This is an optimization exercise on Yosys and OpenROAD, whose aim is small area, a short achievable clock period and few clock cycles, not a production implementation.
Where RTL was checked, it was by simulation tests only, not by an equivalence proof against the original.
No activity file was given, so power comes from the tool's default toggle rates.

==> harbor: inputs <==
Design tpp_top, start of the top module:
module tpp_top (
    input         axi_aclk,
    input         axi_resetn,
    input  [63:0] tpp_reg0_in,
    input  [63:0] tpp_reg1_in,
    input  [63:0] tpp_reg2_in,
    output [63:0] tpp_reg0_out,
    output [63:0] tpp_reg1_out,
    output [63:0] tpp_reg2_out,
    output [63:0] tpp_reg3_out,
    output [63:0] tpp_reg4_out,
    output [63:0] tpp_reg5_out,
    output [63:0] tpp_reg6_out,
    output [63:0] tpp_reg7_out,
    output [255:0] m_axis_tdata,
    output [31:0]  m_axis_tstrb,
    output [127:0] m_axis_tuser,
    output         m_axis_tvalid,
    input          m_axis_tready,
    output         m_axis_tlast,
    input  [255:0] s_axis_tdata,
    input  [31:0]  s_axis_tstrb,
    input  [127:0] s_axis_tuser,
    input          s_axis_tvalid,
    output         s_axis_tready,
    input          s_axis_tlast
);
==> module tpp_top, before the edit <==
module tpp_top (
    input         axi_aclk,
    input         axi_resetn,
    input  [63:0] tpp_reg0_in,
    input  [63:0] tpp_reg1_in,
    input  [63:0] tpp_reg2_in,
    output [63:0] tpp_reg0_out,
    output [63:0] tpp_reg1_out,
    output [63:0] tpp_reg2_out,
    output [63:0] tpp_reg3_out,
    output [63:0] tpp_reg4_out,
    output [63:0] tpp_reg5_out,
    output [63:0] tpp_reg6_out,
    output [63:0] tpp_reg7_out,
    output [255:0] m_axis_tdata,
    output [31:0]  m_axis_tstrb,
    output [127:0] m_axis_tuser,
    output         m_axis_tvalid,
    input          m_axis_tready,
    output         m_axis_tlast,
    input  [255:0] s_axis_tdata,
    input  [31:0]  s_axis_tstrb,
    input  [127:0] s_axis_tuser,
    input          s_axis_tvalid,
    output         s_axis_tready,
    input          s_axis_tlast
);
   localparam [63:0] REG3_DEFAULT = 64'd160000;
   wire acc = axi_resetn & s_axis_tvalid & m_axis_tready;
   assign s_axis_tready = m_axis_tready;
   assign m_axis_tvalid = s_axis_tvalid;
   assign m_axis_tstrb  = s_axis_tstrb;
   assign m_axis_tuser  = s_axis_tuser;
   assign m_axis_tlast  = s_axis_tlast;
   assign m_axis_tdata[255:64] = s_axis_tdata[255:64];
   reg p0, p1, p2, w3;
   reg use_ld;                  
   reg use_st;                  
   reg [2:0] lsel;              
   reg [7:0]  rsel;             
   reg [15:0] asel;             
   reg        st;               
   reg        cond;             
   reg [1:0]  isel, jsel;       
   wire [7:0] op = s_axis_tdata[7:0];
   wire op0 = op == 8'd0;
   wire op1 = op == 8'd1;
   wire op2 = op == 8'd2;
   wire op3 = op == 8'd3;
   wire op4 = op == 8'd4;
   wire op5 = op == 8'd5;
   wire [2:0] r_in = op4 ? s_axis_tdata[18:16] : s_axis_tdata[10:8];
   wire [3:0] a_in = op5 ? s_axis_tdata[19:16] : s_axis_tdata[11:8];
   always @(posedge axi_aclk) begin
      if (~axi_resetn) begin
         p0 <= 1'b1;
         p1 <= 1'b0;
         p2 <= 1'b0;
         w3 <= 1'b0;
         use_ld <= 1'b0;
         use_st <= 1'b0;
         lsel <= 3'd0;
      end else if (acc) begin
         p0 <= s_axis_tlast;
         p1 <= p0 & ~s_axis_tlast;
         p2 <= p1 & ~s_axis_tlast;
         w3 <= p2 & ~s_axis_tlast;
         use_ld <= p2 & ~s_axis_tlast & (op0 | op1);
         use_st <= p2 & ~s_axis_tlast & (op1 | (op0 & (r_in >= 3'd3)));
         lsel <= (p2 & ~s_axis_tlast & op0) ? (3'd1 << r_in) : 3'd0;
      end
   end
   always @(posedge axi_aclk) begin
      if (acc & p2) begin
         rsel <= (op2 | op4) ? (8'd1 << r_in) : 8'd0;
         asel <= (op3 | op5) ? (16'd1 << a_in) : 16'd0;
         st   <= op2 | op3 | op4 | op5;
         cond <= op4 | op5;
         isel <= s_axis_tdata[9:8];
         jsel <= (op4 | op5) ? s_axis_tdata[13:12] : 2'd0;
      end
   end
   wire [63:0] lane_i = s_axis_tdata[64*isel +: 64];
   wire [63:0] lane_j = s_axis_tdata[64*jsel +: 64];
   reg [63:0] wd;
   reg [7:0]  eqb;
   reg        do_w;
   integer b;
   always @(posedge axi_aclk) begin
      wd   <= lane_j;
      for (b = 0; b < 8; b = b + 1)
         eqb[b] <= lane_i[8*b +: 8] == lane_j[8*b +: 8];
      do_w <= acc & w3 & st;
   end
   wire       wr    = do_w & (~cond | (&eqb));
   wire [7:3] wen_r = wr ? rsel[7:3] : 5'd0;
   wire [15:0] wen_m = wr ? asel : 16'd0;
   reg [63:0] r0, r1, r2, r3, r4, r5, r6, r7;
   always @(posedge axi_aclk) begin
      r0 <= axi_resetn ? tpp_reg0_in : 64'd0;
      r1 <= axi_resetn ? tpp_reg1_in : 64'd0;
      r2 <= axi_resetn ? tpp_reg2_in : 64'd0;
   end
   wire [63:0] wd_z = wd & {64{axi_resetn}};
   wire [63:0] wd_3 = (wd & {64{axi_resetn}}) | (REG3_DEFAULT & {64{~axi_resetn}});
   always @(posedge axi_aclk) begin
      if (wen_r[3] | ~axi_resetn) r3 <= wd_3;
      if (wen_r[4] | ~axi_resetn) r4 <= wd_z;
      if (wen_r[5] | ~axi_resetn) r5 <= wd_z;
      if (wen_r[6] | ~axi_resetn) r6 <= wd_z;
      if (wen_r[7] | ~axi_resetn) r7 <= wd_z;
   end
   assign tpp_reg0_out = r0;
   assign tpp_reg1_out = r1;
   assign tpp_reg2_out = r2;
   assign tpp_reg3_out = r3;
   assign tpp_reg4_out = r4;
   assign tpp_reg5_out = r5;
   assign tpp_reg6_out = r6;
   assign tpp_reg7_out = r7;
   reg [1023:0] mem;
   integer k;
   always @(posedge axi_aclk) begin
      for (k = 0; k < 16; k = k + 1)
         if (wen_m[k]) mem[64*k +: 64] <= wd;
   end
   wire [7:0]  lr_in = op0 ? (8'd1 << r_in) : 8'd0;
   wire [15:0] la_in = op1 ? (16'd1 << a_in) : 16'd0;
   reg [63:0] ld_next, ld_data;
   always @(*) begin
      ld_next = ({64{lr_in[3]}} & r3) | ({64{lr_in[4]}} & r4) |
                ({64{lr_in[5]}} & r5) | ({64{lr_in[6]}} & r6) |
                ({64{lr_in[7]}} & r7);
      for (k = 0; k < 16; k = k + 1)
         ld_next = ld_next | ({64{la_in[k]}} & mem[64*k +: 64]);
   end
   always @(posedge axi_aclk) begin
      if (acc & p2) ld_data <= ld_next;
   end
   wire [63:0] ld_word = use_st ? ld_data :
                         (({64{lsel[0]}} & r0) | ({64{lsel[1]}} & r1) |
                          ({64{lsel[2]}} & r2));
   assign m_axis_tdata[63:0] = use_ld ? ld_word : s_axis_tdata[63:0];
endmodule
==> flow/config.mk <==
export PLATFORM = sky130hd
export DESIGN_NAME = tpp_top
export DESIGN_NICKNAME = tpp_top
export VERILOG_FILES = /design/flow/design.v
export SDC_FILE = /design/flow/constraint.sdc
export NUM_CORES = 4
export LEC_CHECK = 0
export CAP_MARGIN = 20
export CORE_AREA = 4 4 536 536
export DIE_AREA = 0 0 540 540
export PLACE_DENSITY = 0.6
export SETUP_SLACK_MARGIN = 3.3
export SLEW_MARGIN = 20
export TNS_END_PERCENT = 20
==> flow/constraint.sdc <==
create_clock -name core_clock -period 6.0 [get_ports {axi_aclk}]
set_input_delay 1.2000 -clock core_clock [delete_from_list [all_inputs] [get_ports {axi_aclk}]]
set_output_delay 1.2000 -clock core_clock [all_outputs]
set_load 0.01 [all_outputs]
run.sh (not shown) runs the stock make flow with config.mk's settings and CLKGATE_MAP_FILE= SYNTH_SCRIPT=/design/flow/synth_recipe.tcl, a recipe that flattens the netlist after the stock synthesis.
==> amber: changes against harbor <==
--- a/flow/design.v
+++ b/flow/design.v
@@ -36,6 +36,6 @@
    reg p0, p1, p2, w3;
    reg use_ld;                  
-   reg use_st;                  
-   reg [2:0] lsel;              
+   reg        lsm;              
+   reg [3:0]  laddr;            
    reg [7:0]  rsel;             
    reg [15:0] asel;             
@@ -59,6 +59,4 @@
          w3 <= 1'b0;
          use_ld <= 1'b0;
-         use_st <= 1'b0;
-         lsel <= 3'd0;
       end else if (acc) begin
          p0 <= s_axis_tlast;
@@ -67,14 +65,14 @@
          w3 <= p2 & ~s_axis_tlast;
          use_ld <= p2 & ~s_axis_tlast & (op0 | op1);
-         use_st <= p2 & ~s_axis_tlast & (op1 | (op0 & (r_in >= 3'd3)));
-         lsel <= (p2 & ~s_axis_tlast & op0) ? (3'd1 << r_in) : 3'd0;
       end
    end
    always @(posedge axi_aclk) begin
-      if (acc & p2) begin
+      if (p2) begin
          rsel <= (op2 | op4) ? (8'd1 << r_in) : 8'd0;
          asel <= (op3 | op5) ? (16'd1 << a_in) : 16'd0;
          st   <= op2 | op3 | op4 | op5;
          cond <= op4 | op5;
+         lsm   <= s_axis_tdata[0];
+         laddr <= s_axis_tdata[11:8];
          isel <= s_axis_tdata[9:8];
          jsel <= (op4 | op5) ? s_axis_tdata[13:12] : 2'd0;
@@ -125,20 +123,21 @@
          if (wen_m[k]) mem[64*k +: 64] <= wd;
    end
-   wire [7:0]  lr_in = op0 ? (8'd1 << r_in) : 8'd0;
-   wire [15:0] la_in = op1 ? (16'd1 << a_in) : 16'd0;
-   reg [63:0] ld_next, ld_data;
+   wire       ls = p2 ? s_axis_tdata[0] : lsm;
+   wire [3:0] la = p2 ? s_axis_tdata[11:8] : laddr;
+   reg [63:0] rd_reg, rd_mem, ld_data;
    always @(*) begin
-      ld_next = ({64{lr_in[3]}} & r3) | ({64{lr_in[4]}} & r4) |
-                ({64{lr_in[5]}} & r5) | ({64{lr_in[6]}} & r6) |
-                ({64{lr_in[7]}} & r7);
-      for (k = 0; k < 16; k = k + 1)
-         ld_next = ld_next | ({64{la_in[k]}} & mem[64*k +: 64]);
+      case (la[2:0])
+        3'd0: rd_reg = r0;
+        3'd1: rd_reg = r1;
+        3'd2: rd_reg = r2;
+        3'd3: rd_reg = r3;
+        3'd4: rd_reg = r4;
+        3'd5: rd_reg = r5;
+        3'd6: rd_reg = r6;
+        default: rd_reg = r7;
+      endcase
+      rd_mem = mem[64*la +: 64];
    end
-   always @(posedge axi_aclk) begin
-      if (acc & p2) ld_data <= ld_next;
-   end
-   wire [63:0] ld_word = use_st ? ld_data :
-                         (({64{lsel[0]}} & r0) | ({64{lsel[1]}} & r1) |
-                          ({64{lsel[2]}} & r2));
-   assign m_axis_tdata[63:0] = use_ld ? ld_word : s_axis_tdata[63:0];
+   always @(posedge axi_aclk) ld_data <= ls ? rd_mem : rd_reg;
+   assign m_axis_tdata[63:0] = use_ld ? ld_data : s_axis_tdata[63:0];
 endmodule
==> flow/flow/run.sh (new file) <==
#!/bin/bash
# Layout flow: the standard ORFS flow (standard.sh, unchanged synthesis,
# floorplan, power grid, placement, CTS and routing) with these changes:
#  - pin placement constraints (flow/pins.tcl,
#    sourced just before ORFS places the pins): each pass-through input pin
#    sits next to the output pin it feeds, and each group of pins is kept on
#    one edge of the die;
#  - the port buffers that ORFS inserts are buf_1 cells.
# The make output goes to layout.log; ORFS keeps each step's log under orfs/logs.
set -euo pipefail
here=$(pwd)
export PRE_IO_PLACEMENT_TCL=$here/flow/pins.tcl
export BUFFER_PORTS_ARGS="-buffer_cell sky130_fd_sc_hd__buf_1"
bash standard.sh > "$here/layout.log" 2>&1
==> flow/flow/pins.tcl (new file) <==
# Pin placement constraints, sourced by ORFS just before it places the pins.
#  - each pass-through input pin sits next to the output pin it feeds;
#  - the stream data and control pins share the bottom edge, so that the
#    LOAD/STORE logic can sit close to all of them;
#  - tuser/tstrb (plain wires) go on the left edge, register mirrors 0-1 on
#    the right, mirror 2 and registers 3-7 on the top.
proc tpp_pair {edge a b} {
  set_io_pin_constraint -group -order -region $edge:* -pin_names [list $a $b]
}
for {set k 0} {$k < 256} {incr k} {
  tpp_pair bottom "s_axis_tdata\[$k\]" "m_axis_tdata\[$k\]"
}
tpp_pair bottom s_axis_tlast m_axis_tlast
tpp_pair bottom s_axis_tvalid m_axis_tvalid
tpp_pair bottom m_axis_tready s_axis_tready
set_io_pin_constraint -region bottom:* -pin_names {axi_resetn}
for {set k 0} {$k < 32} {incr k} {
  tpp_pair left "s_axis_tstrb\[$k\]" "m_axis_tstrb\[$k\]"
}
for {set k 0} {$k < 128} {incr k} {
  tpp_pair left "s_axis_tuser\[$k\]" "m_axis_tuser\[$k\]"
}
foreach r {0 1} {
  for {set k 0} {$k < 64} {incr k} {
    tpp_pair right "tpp_reg${r}_in\[$k\]" "tpp_reg${r}_out\[$k\]"
  }
}
for {set k 0} {$k < 64} {incr k} {
  tpp_pair top "tpp_reg2_in\[$k\]" "tpp_reg2_out\[$k\]"
}
set tpp_top_pins {}
foreach r {3 4 5 6 7} {
  for {set k 0} {$k < 64} {incr k} { lappend tpp_top_pins "tpp_reg${r}_out\[$k\]" }
}
set_io_pin_constraint -region top:* -pin_names $tpp_top_pins
==> flow/standard.sh (new file) <==
#!/bin/bash
# synth_recipe.tcl (not shown) runs the flow's synth.tcl, then flattens the netlist and writes it again
# the make line also repeats each setting of config.mk as NAME=value (left out here)
make -C /OpenROAD-flow-scripts/flow DESIGN_CONFIG=/design/flow/config.mk WORK_HOME=/design/flow/orfs CLKGATE_MAP_FILE= SYNTH_SCRIPT=/design/flow/synth_recipe.tcl "${@:-finish}"
CAP_MARGIN = 5   (was 20)
CTS_CLUSTER_DIAMETER = 80   (was default)
CTS_CLUSTER_SIZE = 26   (was default)
SETUP_SLACK_MARGIN = 3.0   (was 3.3)
SLEW_MARGIN = 5   (was 20)
TNS_END_PERCENT = 5   (was 20)
removed: flow/run.sh
==> maple: changes against harbor <==
--- a/flow/design.v
+++ b/flow/design.v
@@ -36,6 +36,4 @@
    reg p0, p1, p2, w3;
    reg use_ld;                  
-   reg use_st;                  
-   reg [2:0] lsel;              
    reg [7:0]  rsel;             
    reg [15:0] asel;             
@@ -59,6 +57,4 @@
          w3 <= 1'b0;
          use_ld <= 1'b0;
-         use_st <= 1'b0;
-         lsel <= 3'd0;
       end else if (acc) begin
          p0 <= s_axis_tlast;
@@ -67,12 +63,10 @@
          w3 <= p2 & ~s_axis_tlast;
          use_ld <= p2 & ~s_axis_tlast & (op0 | op1);
-         use_st <= p2 & ~s_axis_tlast & (op1 | (op0 & (r_in >= 3'd3)));
-         lsel <= (p2 & ~s_axis_tlast & op0) ? (3'd1 << r_in) : 3'd0;
       end
    end
    always @(posedge axi_aclk) begin
       if (acc & p2) begin
-         rsel <= (op2 | op4) ? (8'd1 << r_in) : 8'd0;
-         asel <= (op3 | op5) ? (16'd1 << a_in) : 16'd0;
+         rsel <= (op0 | op2 | op4) ? (8'd1 << r_in) : 8'd0;
+         asel <= (op1 | op3 | op5) ? (16'd1 << a_in) : 16'd0;
          st   <= op2 | op3 | op4 | op5;
          cond <= op4 | op5;
@@ -83,17 +77,13 @@
    wire [63:0] lane_i = s_axis_tdata[64*isel +: 64];
    wire [63:0] lane_j = s_axis_tdata[64*jsel +: 64];
+   wire do_st = acc & w3 & st & (~cond | (lane_i == lane_j));
    reg [63:0] wd;
-   reg [7:0]  eqb;
-   reg        do_w;
-   integer b;
+   reg [7:3]  wen_r;
+   reg [15:0] wen_m;
    always @(posedge axi_aclk) begin
-      wd   <= lane_j;
-      for (b = 0; b < 8; b = b + 1)
-         eqb[b] <= lane_i[8*b +: 8] == lane_j[8*b +: 8];
-      do_w <= acc & w3 & st;
+      wd    <= lane_j;
+      wen_r <= do_st ? rsel[7:3] : 5'd0;
+      wen_m <= do_st ? asel : 16'd0;
    end
-   wire       wr    = do_w & (~cond | (&eqb));
-   wire [7:3] wen_r = wr ? rsel[7:3] : 5'd0;
-   wire [15:0] wen_m = wr ? asel : 16'd0;
    reg [63:0] r0, r1, r2, r3, r4, r5, r6, r7;
    always @(posedge axi_aclk) begin
@@ -102,12 +92,18 @@
       r2 <= axi_resetn ? tpp_reg2_in : 64'd0;
    end
-   wire [63:0] wd_z = wd & {64{axi_resetn}};
-   wire [63:0] wd_3 = (wd & {64{axi_resetn}}) | (REG3_DEFAULT & {64{~axi_resetn}});
    always @(posedge axi_aclk) begin
-      if (wen_r[3] | ~axi_resetn) r3 <= wd_3;
-      if (wen_r[4] | ~axi_resetn) r4 <= wd_z;
-      if (wen_r[5] | ~axi_resetn) r5 <= wd_z;
-      if (wen_r[6] | ~axi_resetn) r6 <= wd_z;
-      if (wen_r[7] | ~axi_resetn) r7 <= wd_z;
+      if (~axi_resetn) begin
+         r3 <= REG3_DEFAULT;
+         r4 <= 64'd0;
+         r5 <= 64'd0;
+         r6 <= 64'd0;
+         r7 <= 64'd0;
+      end else begin
+         if (wen_r[3]) r3 <= wd;
+         if (wen_r[4]) r4 <= wd;
+         if (wen_r[5]) r5 <= wd;
+         if (wen_r[6]) r6 <= wd;
+         if (wen_r[7]) r7 <= wd;
+      end
    end
    assign tpp_reg0_out = r0;
@@ -125,20 +121,13 @@
          if (wen_m[k]) mem[64*k +: 64] <= wd;
    end
-   wire [7:0]  lr_in = op0 ? (8'd1 << r_in) : 8'd0;
-   wire [15:0] la_in = op1 ? (16'd1 << a_in) : 16'd0;
-   reg [63:0] ld_next, ld_data;
+   reg [63:0] ld_data;
    always @(*) begin
-      ld_next = ({64{lr_in[3]}} & r3) | ({64{lr_in[4]}} & r4) |
-                ({64{lr_in[5]}} & r5) | ({64{lr_in[6]}} & r6) |
-                ({64{lr_in[7]}} & r7);
+      ld_data = ({64{rsel[0]}} & r0) | ({64{rsel[1]}} & r1) |
+                ({64{rsel[2]}} & r2) | ({64{rsel[3]}} & r3) |
+                ({64{rsel[4]}} & r4) | ({64{rsel[5]}} & r5) |
+                ({64{rsel[6]}} & r6) | ({64{rsel[7]}} & r7);
       for (k = 0; k < 16; k = k + 1)
-         ld_next = ld_next | ({64{la_in[k]}} & mem[64*k +: 64]);
+         ld_data = ld_data | ({64{asel[k]}} & mem[64*k +: 64]);
    end
-   always @(posedge axi_aclk) begin
-      if (acc & p2) ld_data <= ld_next;
-   end
-   wire [63:0] ld_word = use_st ? ld_data :
-                         (({64{lsel[0]}} & r0) | ({64{lsel[1]}} & r1) |
-                          ({64{lsel[2]}} & r2));
-   assign m_axis_tdata[63:0] = use_ld ? ld_word : s_axis_tdata[63:0];
+   assign m_axis_tdata[63:0] = use_ld ? ld_data : s_axis_tdata[63:0];
 endmodule
SETUP_SLACK_MARGIN = default   (was 3.3)
TNS_END_PERCENT = default   (was 20)
==> notes <==
amber completed without violations. harbor went through all stages and came out clean. maple produced a clean layout.
The highest area after synthesis belongs to amber, the lowest to maple.
Non-clock buffer count, lowest first: amber, maple, harbor.
The highest sequential cell count belongs to amber, the lowest to maple.
Via count: harbor > amber > maple.
In harbor the register-to-register slack is better than in amber, by 0.18 ns.
In amber the synthesized cell count is larger than in harbor, by 13%.
In clock power, harbor and maple hardly differ.
Worst setup slack: amber > harbor > maple.
Hold slack: amber > maple > harbor.
Power: maple < amber < harbor.
Against maple, the core utilization of amber is lower by 2.1 points.
==> figures <==
                                                                                   amber                     harbor                      maple
Pin count of the biggest net entering global routing                                   138                        146                        160
CP most frequent cell                                               sky130_fd_sc_hd__buf_1     sky130_fd_sc_hd__buf_4                          -
Max-slew headroom at the worst pin                                                   17.1%                      11.1%                      22.9%
Clock latency of the later-clocked register in the worst-skew pair                 0.84 ns                    0.87 ns                    0.89 ns
Least-Margin Pin Slew                                                              1.24 ns                    1.33 ns                    1.15 ns
Status                                                    no timing/DRC/antenna violations  no timing/DRC/antenna violations  no timing/DRC/antenna violations
Detail Placement HPWL                                                            285000 um                  362000 um                  250000 um
CP max stage cell                                                   sky130_fd_sc_hd__buf_1  sky130_fd_sc_hd__a222oi_1  sky130_fd_sc_hd__edfxtp_1
Number of H-tree levels                                                                  3                          4                          4
Critical path buffers and inverters                                                      3                          5                          2
Combinational cell fraction of total power                                           16.4%                       9.3%                       5.1%
Maximum buffer depth of the clock tree                                                   3                          4                          4
Data arrival time of the critical path                                             2.07 ns                    3.17 ns                    4.07 ns
Layout cell share with drive strength beyond 1                                       10.4%                      31.1%                      11.3%
Reg area                                                                        0.0480 mm2                 0.0487 mm2                 0.0438 mm2
Min Hold Slack                                                                    0.485 ns                   0.429 ns                   0.478 ns
Post-route cell area                                                            0.0814 mm2                 0.0956 mm2                 0.0873 mm2
Area share of the largest cell type after synthesis                                  58.3%                      62.1%                      47.8%
Start point of the worst min-delay path                                    p0$_SDFFE_PN1P_            w3$_SDFFE_PN0P_            p0$_SDFFE_PN1P_
Global Route met2 Usage                                                              41.2%                      49.7%                      38.5%
Cell-internal power                                                                17.7 mW                    20.9 mW                    19.7 mW
Vias after detailed routing                                                          50500                      53100                      48500
Post-layout minimum cycle time                                                     3.27 ns                    4.37 ns                    5.27 ns
Testbench counts of amber, summed over its fixed seeds: cycles 16,624.
Testbench counts of maple, summed over its fixed seeds: cycles 16,624.
The RTL of harbor was laid out without a check of its function.

[static timing again, ports no longer ideal]
No port has a modelled driver above. Below, the same layouts with a new extraction and two added sets of constraints. Step 1, drivers: a clkbuf_16 drives axi_aclk and a buf_2 each remaining input, both assumed. Step 2 also shifts input and output timing later by t, the mid clock arrival at the registers, as if the neighbouring blocks saw the same clock. Slacks: ideal ports / drivers / drivers and shift; pairs: ideal ports / drivers.
| run | t, ns | setup WS [ns] | worst setup path at the end | latest minus earliest clock arrival (ns) | worst slew at a driven data input, ns |
|---|---|---|---|---|---|
| harbor | 0.936 | 1.627 / 1.521 / 2.002 | input to register | 0.079 / 0.080 | 0.46 |
| amber | 0.905 | 2.729 / 2.621 / 1.975 | input to register | 0.102 / 0.102 | 0.07 |
| maple | 0.916 | 0.727 / 0.654 / 1.072 | input to register | 0.096 / 0.096 | 0.29 |
After both steps setup and hold are still met in every run listed. For amber, which loses most, drivers alone change the setup slack by -0.108 ns; drivers and shift together by -0.754 ns.
